Source: an optimization exercise on an open RTL-to-GDS flow (aim: small area and a short achievable clock period). Production flows keep margins and buffers that such runs may drop. RTL that was checked went through simulation tests only; none was proved equivalent to the original. Power is estimated from default activity; no workload was simulated.

==> inputs of v8 <==
Design nand_needle_8bit, start of the top module:
module nand_needle_8bit (
    input  wire        clk,
    input  wire        rst_n,
    input  wire        step,
    input  wire        player_move,
    input  wire [5:0]  player_from,
    input  wire [5:0]  player_to,
    output reg  [7:0]  remainder,
    output reg  [2:0]  phase,
    output reg         slip_detected,
    output wire [7:0]  needle_mask,
    output reg  [5:0]  ai_from,
    output reg  [5:0]  ai_to,
    output reg         ai_valid
);
make LEC_CHECK=0 ABC_AREA=1 CAP_MARGIN=20 CORE_MARGIN=2 CORE_UTILIZATION=60 CTS_CLUSTER_DIAMETER=80 CTS_CLUSTER_SIZE=20 PLACE_DENSITY=0.7 SLEW_MARGIN=20 finish   # period 110.0 ns
run.sh (not shown) runs the stock make flow with config.mk's settings and CLKGATE_MAP_FILE= SYNTH_SCRIPT=/design/flow/synth_recipe.tcl, a recipe that flattens the netlist after the stock synthesis.
==> v11 (differences from v8) <==
--- a/flow/design.v
+++ b/flow/design.v
@@ -218,10 +218,52 @@
     input integer m;
     begin
         lmask = (1 << nbits(m)) - 1;
     end
 endfunction
+function [5:0] radd;
+    input [5:0] a;
+    input [2:0] b;
+    reg c;
+    reg [5:0] bb;
+    integer t;
+    begin
+        bb = {3'b000, b};
+        c = 1'b0;
+        for (t = 0; t < 6; t = t + 1) begin
+            radd[t] = a[t] ^ bb[t] ^ c;
+            c = (a[t] & bb[t]) | (c & (a[t] ^ bb[t]));
+        end
+    end
+endfunction
+function [3:0] rinc;
+    input [3:0] a;
+    input t;
+    reg c;
+    integer u;
+    begin
+        c = t;
+        for (u = 0; u < 4; u = u + 1) begin
+            rinc[u] = a[u] ^ c;
+            c = a[u] & c;
+        end
+    end
+endfunction
+function [4:0] rsub4;
+    input [3:0] a;
+    input [3:0] b;
+    reg w;
+    integer u;
+    begin
+        w = 1'b0;
+        for (u = 0; u < 4; u = u + 1) begin
+            rsub4[u] = a[u] ^ b[u] ^ w;
+            w = (~a[u] & b[u]) | (w & ~(a[u] ^ b[u]));
+        end
+        rsub4[4] = ~w;
+    end
+endfunction
 wire [5:0] U_s [0:8];
 wire [3:0] U_l [0:8];
 wire [5:0] D_s [0:8];
 wire [3:0] D_l [0:8];
 assign U_s[8] = 6'd0;
@@ -229,14 +271,14 @@
 assign D_s[0] = 6'd0;
 assign D_l[0] = 4'd0;
 genvar k, j;
 generate
     for (k = 0; k < 8; k = k + 1) begin : diag
-        assign U_s[k]   = occ[9*k] ? 6'd0 : (U_s[k+1] + fric[9*k]) & smask(8 - k);
-        assign U_l[k]   = occ[9*k] ? 4'd0 : (U_l[k+1] + 4'd1)      & lmask(8 - k);
-        assign D_s[k+1] = occ[9*k] ? 6'd0 : (D_s[k] + fric[9*k])   & smask(k + 1);
-        assign D_l[k+1] = occ[9*k] ? 4'd0 : (D_l[k] + 4'd1)        & lmask(k + 1);
+        assign U_s[k]   = occ[9*k] ? 6'd0 : radd(U_s[k+1], fric[9*k]) & smask(8 - k);
+        assign U_l[k]   = occ[9*k] ? 4'd0 : rinc(U_l[k+1], 1'b1)      & lmask(8 - k);
+        assign D_s[k+1] = occ[9*k] ? 6'd0 : radd(D_s[k], fric[9*k])   & smask(k + 1);
+        assign D_l[k+1] = occ[9*k] ? 4'd0 : rinc(D_l[k], 1'b1)        & lmask(k + 1);
         assign ray_s[0*8 + k] = U_s[k];
         assign ray_l[0*8 + k] = U_l[k];
         assign ray_s[3*8 + k] = D_s[k+1];
         assign ray_l[3*8 + k] = D_l[k+1];
     end
@@ -255,12 +297,12 @@
                 if (j == 0) begin : t0
                     assign t[j] = ~occ[SQ];
                 end else begin : tj
                     assign t[j] = t[j-1] & ~occ[SQ];
                 end
-                assign cs[j+1] = (cs[j] + (t[j] ? fric[SQ] : 3'd0)) & smask(j + 1);
-                assign cl[j+1] = (cl[j] + t[j]) & lmask(j + 1);
+                assign cs[j+1] = radd(cs[j], (t[j] ? fric[SQ] : 3'd0)) & smask(j + 1);
+                assign cl[j+1] = rinc(cl[j], t[j]) & lmask(j + 1);
             end
             assign ray_s[dr*8 + k] = cs[ML];
             assign ray_l[dr*8 + k] = cl[ML];
         end
     end
@@ -275,20 +317,20 @@
     end
 endfunction
 function [2:0] qdiv;
     input [5:0] sm;
     input [3:0] ln;
-    reg q2, q1, q0;
-    reg [5:0] r1;
-    reg [4:0] r2;
-    begin
-        q2 = sm[5:2] >= ln;
-        r1 = q2 ? sm - {ln, 2'b00} : sm;
-        q1 = r1[4:1] >= ln;
-        r2 = q1 ? r1[4:0] - {ln, 1'b0} : r1[4:0];
-        q0 = r2[3:0] >= ln;
-        qdiv = {q2, q1, q0};
+    reg [4:0] d1, d2, d3;
+    reg [4:0] r1;
+    reg [3:0] r2;
+    begin
+        d1 = rsub4(sm[5:2], ln);
+        r1 = {d1[4] ? d1[2:0] : sm[4:2], sm[1:0]};
+        d2 = rsub4(r1[4:1], ln);
+        r2 = {d2[4] ? d2[2:0] : r1[3:1], r1[0]};
+        d3 = rsub4(r2, ln);
+        qdiv = {d1[4], d2[4], d3[4]};
     end
 endfunction
 function [2:0] qt2;
     input [3:0] sm;
     input [1:0] ln;
==> flow/flow/run.sh (new file) <==
#!/bin/bash
# The standard layout (standard.sh: standard synthesis and ORFS flow),
# with one change: the port buffers that buffer_ports inserts are buf_4
# cells instead of the slow delay cell it picks by default.
set -euo pipefail
export BUFFER_PORTS_ARGS="-buffer_cell sky130_fd_sc_hd__buf_4"
bash standard.sh finish > standard_flow.log 2>&1
==> flow/standard.sh (new file) <==
#!/bin/bash
# synth_recipe.tcl (not shown) runs the flow's synth.tcl, then flattens the netlist and writes it again
# the make line also repeats each setting of config.mk as NAME=value (left out here)
make -C /OpenROAD-flow-scripts/flow DESIGN_CONFIG=/design/flow/config.mk WORK_HOME=/design/flow/orfs CLKGATE_MAP_FILE= SYNTH_SCRIPT=/design/flow/synth_recipe.tcl "${@:-finish}"
CAP_MARGIN = 60   (was 20)
SLEW_MARGIN = 60   (was 20)
removed: flow/run.sh
==> v24 (differences from v8) <==
--- a/flow/design.v
+++ b/flow/design.v
@@ -122,25 +122,21 @@
         fresh <= {1'b0, fresh[7:1]};
     end else begin
         fresh[0] <= 1'b0;
     end
 end
-wire [63:0] occ1, col1, lsb1;
+wire [159:0] cur_enc = st_q ? (fresh[1] ? START : slot[1]) : wb;
 wire [63:0] occ, col, lsb;
 generate
     for (p = 0; p < 32; p = p + 1) begin : dec_gen
-        wire [2:0] sa = start_sq(2*p);
-        wire [2:0] sb = start_sq(2*p+1);
-        wire [5:0] d = fresh[1] ? {sa, sb} : dec_pair(slot[1][p*5 +: 5]);
-        assign occ1[2*p]   = d[5];
-        assign col1[2*p]   = d[4] & d[5];
-        assign lsb1[2*p]   = d[3] & d[5];
-        assign occ1[2*p+1] = d[2];
-        assign col1[2*p+1] = d[1] & d[2];
-        assign lsb1[2*p+1] = d[0] & d[2];
-        assign {occ[2*p], col[2*p], lsb[2*p]} = st_q ? {occ1[2*p], col1[2*p], lsb1[2*p]} : mv_gen[p].na;
-        assign {occ[2*p+1], col[2*p+1], lsb[2*p+1]} = st_q ? {occ1[2*p+1], col1[2*p+1], lsb1[2*p+1]} : mv_gen[p].nb;
+        wire [5:0] d = dec_pair(cur_enc[p*5 +: 5]);
+        assign occ[2*p]   = d[5];
+        assign col[2*p]   = d[4] & d[5];
+        assign lsb[2*p]   = d[3] & d[5];
+        assign occ[2*p+1] = d[2];
+        assign col[2*p+1] = d[1] & d[2];
+        assign lsb[2*p+1] = d[0] & d[2];
     end
 endgenerate
 always @(posedge clk or negedge rst_n) begin
     if (!rst_n)
         phase <= 3'd0;
@@ -197,29 +193,20 @@
     if (!rst_n)     fz <= 1'b1;
     else if (step)  fz <= 1'b0;
 end
 wire [5:0] ray_s [0:31];
 wire [3:0] ray_l [0:31];
-function integer nbits;    
-    input integer x;
-    integer b;
-    begin
-        nbits = 0;
-        for (b = 0; b < 31; b = b + 1)
-            if ((x >> b) != 0) nbits = b + 1;
-    end
-endfunction
 function [5:0] smask;
     input integer m;
     begin
-        smask = (1 << nbits(7 * m)) - 1;
+        smask = (1 << $clog2(7 * m + 1)) - 1;
     end
 endfunction
 function [3:0] lmask;
     input integer m;
     begin
-        lmask = (1 << nbits(m)) - 1;
+        lmask = (1 << $clog2(m + 1)) - 1;
     end
 endfunction
 wire [5:0] U_s [0:8];
 wire [3:0] U_l [0:8];
 wire [5:0] D_s [0:8];
@@ -243,27 +230,21 @@
     for (k = 0; k < 8; k = k + 1) begin : anti
         for (dr = 1; dr <= 2; dr = dr + 1) begin : ad
             localparam integer DR = (dr == 1) ? 1 : -1;
             localparam integer DF = -DR;
             localparam integer ML = ((k < 7 - k) ? k : 7 - k) + 1;    
-            wire [ML-1:0] t;
             wire [5:0] cs [0:ML];
             wire [3:0] cl [0:ML];
-            assign cs[0] = 6'd0;
-            assign cl[0] = 4'd0;
+            assign cs[ML] = 6'd0;
+            assign cl[ML] = 4'd0;
             for (j = 0; j < ML; j = j + 1) begin : st
                 localparam integer SQ = (k + j*DR) * 8 + (k + j*DF);
-                if (j == 0) begin : t0
-                    assign t[j] = ~occ[SQ];
-                end else begin : tj
-                    assign t[j] = t[j-1] & ~occ[SQ];
-                end
-                assign cs[j+1] = (cs[j] + (t[j] ? fric[SQ] : 3'd0)) & smask(j + 1);
-                assign cl[j+1] = (cl[j] + t[j]) & lmask(j + 1);
+                assign cs[j] = occ[SQ] ? 6'd0 : (cs[j+1] + fric[SQ]) & smask(ML - j);
+                assign cl[j] = occ[SQ] ? 4'd0 : (cl[j+1] + 4'd1)     & lmask(ML - j);
             end
-            assign ray_s[dr*8 + k] = cs[ML];
-            assign ray_l[dr*8 + k] = cl[ML];
+            assign ray_s[dr*8 + k] = cs[0];
+            assign ray_l[dr*8 + k] = cl[0];
         end
     end
 endgenerate
 function [2:0] cdiv;
     input [5:0] sm;
CORE_UTILIZATION = 40   (was 60)
CTS_BUF_LIST = sky130_fd_sc_hd__clkbuf_4 sky130_fd_sc_hd__clkbuf_8   (was default)
CTS_CLUSTER_DIAMETER = default   (was 80)
CTS_CLUSTER_SIZE = default   (was 20)
PLACE_DENSITY = 0.6   (was 0.7)
==> run summary <==
- In sequential power, v11 and v8 hardly differ.
- Die area: v24 > v8 > v11.
- The highest fmax belongs to v11, the lowest to v24.
- Total power, lowest first: v11, v8, v24.
- In sequential cell count, v11 and v8 do not differ.
- Utilization: v11 > v8 > v24.
- Of v8 and v11, v8 has the higher area after synthesis (gap 1.5%, measured against v11).
==> figures <==
	v24	v11	v8
Status	complete, no violations	complete, no violations	complete, no violations
Sequential group share of total power	29.7%	36.7%	35.6%
Area of all placed cells without fillers	0.0880 mm²	0.0835 mm²	0.0840 mm²
Worst setup path endpoint	needle_mask[2]	ai_to[5]$_DFFE_PN0P_	remainder[3]
Met2 usage in global routing	34.8%	52.1%	51.3%
Total power	2510 µW	1990 µW	2060 µW
Number of global-route vias before repair	55806	54125	54607
Fraction of synthesized cell area in xor and xnor cells	1.36%	1.03%	1.20%
Number of diodes added for antenna fixing	7	3	3
Root cell of the clock tree	clkbuf_8	clkbuf_16	clkbuf_16
Hold path startpoint	slot[2][68]$_DFFE_PP_	slot[4][110]$_DFFE_PP_	slot[2][103]$_DFFE_PP_
Fraction of area in non-clock buffers	1.44%	2.03%	1.69%
Setup slack after layout	85960 ps	86550 ps	86290 ps
Die span in y	448 µm	363 µm	365 µm
Final RePlAce weighted congestion	1.01	1.04	1.14
Function not checked in v24: the RTL went through the layout flow alone.

[afterwards: timing with drivers on the ports]
The results above use ideal ports. As a check the final layouts listed here were re-extracted and re-timed, cells and wires unchanged. Step 1 sets driving cells, clkbuf_16 on the clock port and buf_2 on the other inputs (assumed; they add their load-dependent delay and slew). Step 2 times the ports against the registers' clock, not the clock port: input delays grow and output delays shrink by t, the midpoint of the rising clock arrivals with the driver on. a / b / c = no drivers / after step 1 / after step 2; a / b = the first two.
run	t, ns	setup slack, ns	worst slew at a driven data input, ns
v8	0.805	86.291 / 86.210 / 86.129	0.06
v11	0.817	86.553 / 86.555 / 85.738	0.07
v24	1.092	85.955 / 85.873 / 86.118	0.04
After both steps setup and hold are still met in every run listed. The setup slack of v11, which loses most, moves by +0.002 ns with the drivers and by -0.815 ns with both steps.
